Background: an optimization exercise with open tools, aiming at small area, a short achievable clock period and few clock cycles. Do not read the settings as production practice. Power is estimated from default activity; no workload was simulated.

==> flow/design.v <==
module shiftregbit(clk,reset,b,valid,out);
   input logic clk;
   input logic reset;
   input logic b;
   input logic valid;
   parameter W = 32;
   output logic [W-1:0] out;
   always_ff@(posedge clk)
     begin
	if(reset)
	  out <= 'd0;
	else if(valid)
	  out <= {out[W-2:0], b};
     end
endmodule
module divider(clk,
	       reset,
	       srcA,
	       srcB,
	       rob_ptr_in,
	       prf_ptr_in,
	       is_signed_div,
	       is_rem,
	       start_div,
	       y,
	       rob_ptr_out,
	       prf_ptr_out,
	       ready,
	       complete
	       );
   input logic clk;
   input logic reset;
   input logic [31:0] srcA;
   input logic [31:0] srcB;
   input logic [5-1:0] rob_ptr_in;
   input logic [6-1:0] prf_ptr_in;
   input logic 	      is_signed_div;
   input logic 	      is_rem;
   input logic 	      start_div;
   output logic [63:0] y;
   output logic [5-1:0] rob_ptr_out;
   output logic [6-1:0] prf_ptr_out;
   output logic        ready;
   output logic        complete;
   localparam logic [2:0] IDLE = 3'd0,
			  N1   = 3'd1,
			  N2   = 3'd2,
			  ITER = 3'd3,
			  FIX  = 3'd4,
			  DONE = 3'd5;
   logic [2:0] r_state, n_state;
   logic [31:0] r_R, n_R;    
   logic [33:0] r_D, n_D;    
   logic [31:0] r_Q, n_Q;    
   logic [5:0] 	r_cnt, n_cnt;  
   logic 	r_triv, n_triv;  
   logic 	r_bz, n_bz;      
   logic 	r_sa, n_sa, r_sb, n_sb, r_is_rem, n_is_rem;
   logic [5-1:0] r_rob_ptr, n_rob_ptr;
   logic [6-1:0] r_prf_ptr, n_prf_ptr;
   function automatic [5:0] lzc32(input [31:0] x);
      logic [15:0] z1; logic [15:0] c1;
      logic [7:0]  z2; logic [15:0] c2;
      logic [3:0]  z3; logic [11:0] c3;
      logic [1:0]  z4; logic [7:0]  c4;
      logic [4:0]  c5;
      integer i;
      begin
	 for (i = 0; i < 16; i = i + 1)
	   begin
	      z1[i] = !(x[2*i+1] | x[2*i]);
	      c1[i] = !x[2*i+1];
	   end
	 for (i = 0; i < 8; i = i + 1)
	   begin
	      z2[i] = z1[2*i+1] & z1[2*i];
	      c2[2*i +: 2] = z1[2*i+1] ? {1'b1, c1[2*i]} : {1'b0, c1[2*i+1]};
	   end
	 for (i = 0; i < 4; i = i + 1)
	   begin
	      z3[i] = z2[2*i+1] & z2[2*i];
	      c3[3*i +: 3] = z2[2*i+1] ? {1'b1, c2[4*i +: 2]} : {1'b0, c2[4*i+2 +: 2]};
	   end
	 for (i = 0; i < 2; i = i + 1)
	   begin
	      z4[i] = z3[2*i+1] & z3[2*i];
	      c4[4*i +: 4] = z3[2*i+1] ? {1'b1, c3[6*i +: 3]} : {1'b0, c3[6*i+3 +: 3]};
	   end
	 c5 = z4[1] ? {1'b1, c4[3:0]} : {1'b0, c4[7:4]};
	 lzc32 = (z4[1] & z4[0]) ? 6'd32 : {1'b0, c5};
      end
   endfunction
   function automatic [31:0] neg32(input [31:0] x, input c);
      logic [31:0] p;
      integer l, i;
      begin
	 p = x;
	 for (l = 0; l < 5; l = l + 1)
	   for (i = 0; i < 32; i = i + 1)
	     if (i[l])
	       p[i] = p[i] | p[((i >> (l+1)) << (l+1)) + (1 << l) - 1];
	 neg32 = x ^ ({p[30:0], 1'b0} & {32{c}});
      end
   endfunction
   function automatic [33:0] shl34(input [33:0] x, input [5:0] n, input f);
      integer l;
      begin
	 for (l = 0; l < 6; l = l + 1)
	   if (n[l])
	     x = (x << (1 << l)) | ~({34{1'b1}} << (1 << l)) & {34{f}};
	 shl34 = x;
      end
   endfunction
   logic 	idle, accept, negq;
   logic 	t_sa, t_sb;
   logic [6:0] 	t_k;
   logic [35:0] t_sum;
   logic 	t_n1;
   logic [31:0] t_neg;
   logic [34:0] t_diff;
   logic 	t_ge;
   always_ff@(posedge clk)
     begin
	if(reset)
	  r_state <= IDLE;
	else
	  r_state <= n_state;
	r_R <= n_R;
	r_D <= n_D;
	r_Q <= n_Q;
	r_cnt <= n_cnt;
	r_triv <= n_triv;
	r_bz <= n_bz;
	r_sa <= n_sa;
	r_sb <= n_sb;
	r_is_rem <= n_is_rem;
	r_rob_ptr <= n_rob_ptr;
	r_prf_ptr <= n_prf_ptr;
     end
   assign t_n1 = (r_state == N1) & r_sa;
   assign t_neg = neg32(r_R ^ {32{t_n1}}, t_n1 | (r_state == N2) | (r_state == FIX));
   always_comb
     begin
	negq = r_sa ^ r_sb;
	complete = (r_state == DONE) | ((r_state == N2) & r_triv & !r_sa);
	idle = (r_state == IDLE) | complete;
	ready = idle & !start_div;
	accept = idle & start_div;
	y = {r_R, r_is_rem ? r_R : r_Q};
	rob_ptr_out = r_rob_ptr;
	prf_ptr_out = r_prf_ptr;
	t_sa = is_signed_div & srcA[31];
	t_sb = is_signed_div & srcB[31];
	t_k = {1'b0, lzc32(r_D[31:0])} - {1'b0, lzc32(r_R)} + {6'd0, r_sa};
	t_sum = {3'd0, r_R, 1'b1} + {1'b1, ~r_D, !r_sb};
	t_diff = t_sum[35:1];
	t_ge = !t_diff[34];
	n_state = r_state;
	n_R = r_R;
	n_D = r_D;
	n_Q = r_Q;
	n_cnt = r_cnt;
	n_triv = r_triv;
	n_bz = r_bz;
	n_sa = r_sa;
	n_sb = r_sb;
	n_is_rem = r_is_rem;
	n_rob_ptr = r_rob_ptr;
	n_prf_ptr = r_prf_ptr;
	case (r_state)
	  N1:
	    begin
	       n_R = t_neg;
	       n_cnt = t_k[5:0];
	       n_triv = r_bz | t_k[6];
	       n_Q = r_bz ? {{31{!r_sa}}, 1'b1} : 32'd0;
	       n_state = N2;
	    end
	  N2:
	    begin
	       if (r_triv)
		 begin
		    n_R = t_neg;
		    n_state = r_sa ? DONE : IDLE;
		 end
	       else
		 begin
		    n_D = shl34(r_D, r_cnt, r_sb);
		    if (!t_ge)
		      n_state = r_sa ? FIX : DONE;
		    else
		      begin
			 n_Q = {32{negq}};
			 if (negq)
			   n_R = t_diff[31:0];
			 n_state = ITER;
		      end
		 end
	    end
	  ITER:
	    begin
	       if (t_ge)
		 n_R = t_diff[31:0];
	       n_Q = {r_Q[30:0], t_ge ^ negq};
	       n_D = r_D >> 1;
	       n_cnt = r_cnt - 6'd1;
	       if (r_cnt == 6'd0)
		 n_state = r_sa ? FIX : DONE;
	    end
	  FIX:
	    begin
	       n_R = t_neg;
	       n_state = DONE;
	    end
	  DONE:
	    n_state = IDLE;
	  default:
	    begin
	    end
	endcase
	if (accept)
	  begin
	     n_state = N1;
	     n_R = srcA ^ {32{t_sa}};
	     n_D = {2'd0, srcB ^ {32{t_sb}}};
	     n_bz = (srcB == 32'd0);
	     n_sa = t_sa;
	     n_sb = t_sb;
	     n_is_rem = is_rem;
	     n_rob_ptr = rob_ptr_in;
	     n_prf_ptr = prf_ptr_in;
	  end
     end
endmodule
==> flow/config.mk <==
export PLATFORM = sky130hd
export DESIGN_NAME = divider
export DESIGN_NICKNAME = divider
export VERILOG_FILES = /design/flow/design.v
export SDC_FILE = /design/flow/constraint.sdc
export NUM_CORES = 4
export LEC_CHECK = 0
export CAP_MARGIN = 20
export CORE_MARGIN = 2
export CORE_UTILIZATION = 40
export SETUP_SLACK_MARGIN = 3.0
export SLEW_MARGIN = 20
==> flow/constraint.sdc <==
create_clock -name core_clock -period 6.0 [get_ports {clk}]
set_input_delay 1.2000 -clock core_clock [delete_from_list [all_inputs] [get_ports {clk}]]
set_output_delay 1.2000 -clock core_clock [all_outputs]
set_load 0.01 [all_outputs]
run.sh (not shown) runs the stock make flow with config.mk's settings and CLKGATE_MAP_FILE= SYNTH_SCRIPT=/design/flow/synth_recipe.tcl, a recipe that flattens the netlist after the stock synthesis.
Then changed:
--- a/flow/design.v
+++ b/flow/design.v
@@ -47,15 +47,15 @@
 			  N2   = 3'd2,
 			  ITER = 3'd3,
 			  FIX  = 3'd4,
 			  DONE = 3'd5;
    logic [2:0] r_state, n_state;
    logic [31:0] r_R, n_R;    
-   logic [33:0] r_D, n_D;    
+   logic [32:0] r_D, n_D;    
    logic [31:0] r_Q, n_Q;    
-   logic [5:0] 	r_cnt, n_cnt;  
+   logic [4:0] 	r_cnt, n_cnt;  
    logic 	r_triv, n_triv;  
    logic 	r_bz, n_bz;      
    logic 	r_sa, n_sa, r_sb, n_sb, r_is_rem, n_is_rem;
    logic [5-1:0] r_rob_ptr, n_rob_ptr;
    logic [6-1:0] r_prf_ptr, n_prf_ptr;
    function automatic [5:0] lzc32(input [31:0] x);
@@ -99,28 +99,28 @@
 	   for (i = 0; i < 32; i = i + 1)
 	     if (i[l])
 	       p[i] = p[i] | p[((i >> (l+1)) << (l+1)) + (1 << l) - 1];
 	 neg32 = x ^ ({p[30:0], 1'b0} & {32{c}});
       end
    endfunction
-   function automatic [33:0] shl34(input [33:0] x, input [5:0] n, input f);
+   function automatic [32:0] shl33(input [32:0] x, input [4:0] n, input f);
       integer l;
       begin
-	 for (l = 0; l < 6; l = l + 1)
+	 for (l = 0; l < 5; l = l + 1)
 	   if (n[l])
-	     x = (x << (1 << l)) | ~({34{1'b1}} << (1 << l)) & {34{f}};
-	 shl34 = x;
+	     x = (x << (1 << l)) | ~({33{1'b1}} << (1 << l)) & {33{f}};
+	 shl33 = x;
       end
    endfunction
    logic 	idle, accept, negq;
    logic 	t_sa, t_sb;
    logic [6:0] 	t_k;
-   logic [35:0] t_sum;
+   logic [34:0] t_sum;
    logic 	t_n1;
    logic [31:0] t_neg;
-   logic [34:0] t_diff;
+   logic [33:0] t_diff;
    logic 	t_ge;
    always_ff@(posedge clk)
      begin
 	if(reset)
 	  r_state <= IDLE;
 	else
@@ -148,16 +148,16 @@
 	accept = idle & start_div;
 	y = {r_R, r_is_rem ? r_R : r_Q};
 	rob_ptr_out = r_rob_ptr;
 	prf_ptr_out = r_prf_ptr;
 	t_sa = is_signed_div & srcA[31];
 	t_sb = is_signed_div & srcB[31];
-	t_k = {1'b0, lzc32(r_D[31:0])} - {1'b0, lzc32(r_R)} + {6'd0, r_sa};
-	t_sum = {3'd0, r_R, 1'b1} + {1'b1, ~r_D, !r_sb};
-	t_diff = t_sum[35:1];
-	t_ge = !t_diff[34];
+	t_k = {1'b0, lzc32(r_D[31:0])} - {1'b0, lzc32(r_sa ? {r_R[30:0], 1'b1} : r_R)};
+	t_sum = {2'd0, r_R, 1'b1} + {1'b1, ~r_D, !r_sb};
+	t_diff = t_sum[34:1];
+	t_ge = !t_diff[33];
 	n_state = r_state;
 	n_R = r_R;
 	n_D = r_D;
 	n_Q = r_Q;
 	n_cnt = r_cnt;
 	n_triv = r_triv;
@@ -168,13 +168,13 @@
 	n_rob_ptr = r_rob_ptr;
 	n_prf_ptr = r_prf_ptr;
 	case (r_state)
 	  N1:
 	    begin
 	       n_R = t_neg;
-	       n_cnt = t_k[5:0];
+	       n_cnt = t_k[5] ? 5'd31 : t_k[4:0];
 	       n_triv = r_bz | t_k[6];
 	       n_Q = r_bz ? {{31{!r_sa}}, 1'b1} : 32'd0;
 	       n_state = N2;
 	    end
 	  N2:
 	    begin
@@ -182,13 +182,13 @@
 		 begin
 		    n_R = t_neg;
 		    n_state = r_sa ? DONE : IDLE;
 		 end
 	       else
 		 begin
-		    n_D = shl34(r_D, r_cnt, r_sb);
+		    n_D = shl33(r_D, r_cnt, r_sb);
 		    if (!t_ge)
 		      n_state = r_sa ? FIX : DONE;
 		    else
 		      begin
 			 n_Q = {32{negq}};
 			 if (negq)
@@ -200,14 +200,14 @@
 	  ITER:
 	    begin
 	       if (t_ge)
 		 n_R = t_diff[31:0];
 	       n_Q = {r_Q[30:0], t_ge ^ negq};
 	       n_D = r_D >> 1;
-	       n_cnt = r_cnt - 6'd1;
-	       if (r_cnt == 6'd0)
+	       n_cnt = r_cnt - 5'd1;
+	       if (r_cnt == 5'd0)
 		 n_state = r_sa ? FIX : DONE;
 	    end
 	  FIX:
 	    begin
 	       n_R = t_neg;
 	       n_state = DONE;
@@ -219,13 +219,13 @@
 	    end
 	endcase
 	if (accept)
 	  begin
 	     n_state = N1;
 	     n_R = srcA ^ {32{t_sa}};
-	     n_D = {2'd0, srcB ^ {32{t_sb}}};
+	     n_D = {1'd0, srcB ^ {32{t_sb}}};
 	     n_bz = (srcB == 32'd0);
 	     n_sa = t_sa;
 	     n_sb = t_sb;
 	     n_is_rem = is_rem;
 	     n_rob_ptr = rob_ptr_in;
 	     n_prf_ptr = prf_ptr_in;
What happened: The changed run ran to the end with no violations; wire length goes up by a few percent; setup slack gets worse by 0.026 ns; final area goes up slightly; total power goes down by well over a third; die area goes up slightly; synthesized area goes up slightly; clock power goes up by about a fifth; critical path depth stays the same.
No run of this note included a check of the RTL's function; only the layout flow was run.

re-timing with driven ports:
The flow's constraints put no driver on any port. The routed layouts listed below were extracted and timed again, unchanged, in two steps. Step 1 assumes that a clkbuf_16 drives the clock port and a buf_2 every other input. Step 2 moves the port delays by t, midway between the first and last clock arrival at a register: inputs arrive t later, outputs are due t later. That takes back most of the time a late clock gives input paths. Three values: ideal, step 1, step 2; two values: the first two.
run	t (ns)	slack for setup (ns)	latest minus earliest clock arrival (ns)	worst data-port slew with drivers (ns)
the first run	0.484	2.551 / 2.551 / 2.551	0.013 / 0.014	0.05
the second run	0.497	2.525 / 2.525 / 2.525	0.023 / 0.022	0.05
After both steps every run listed still meets setup and hold.
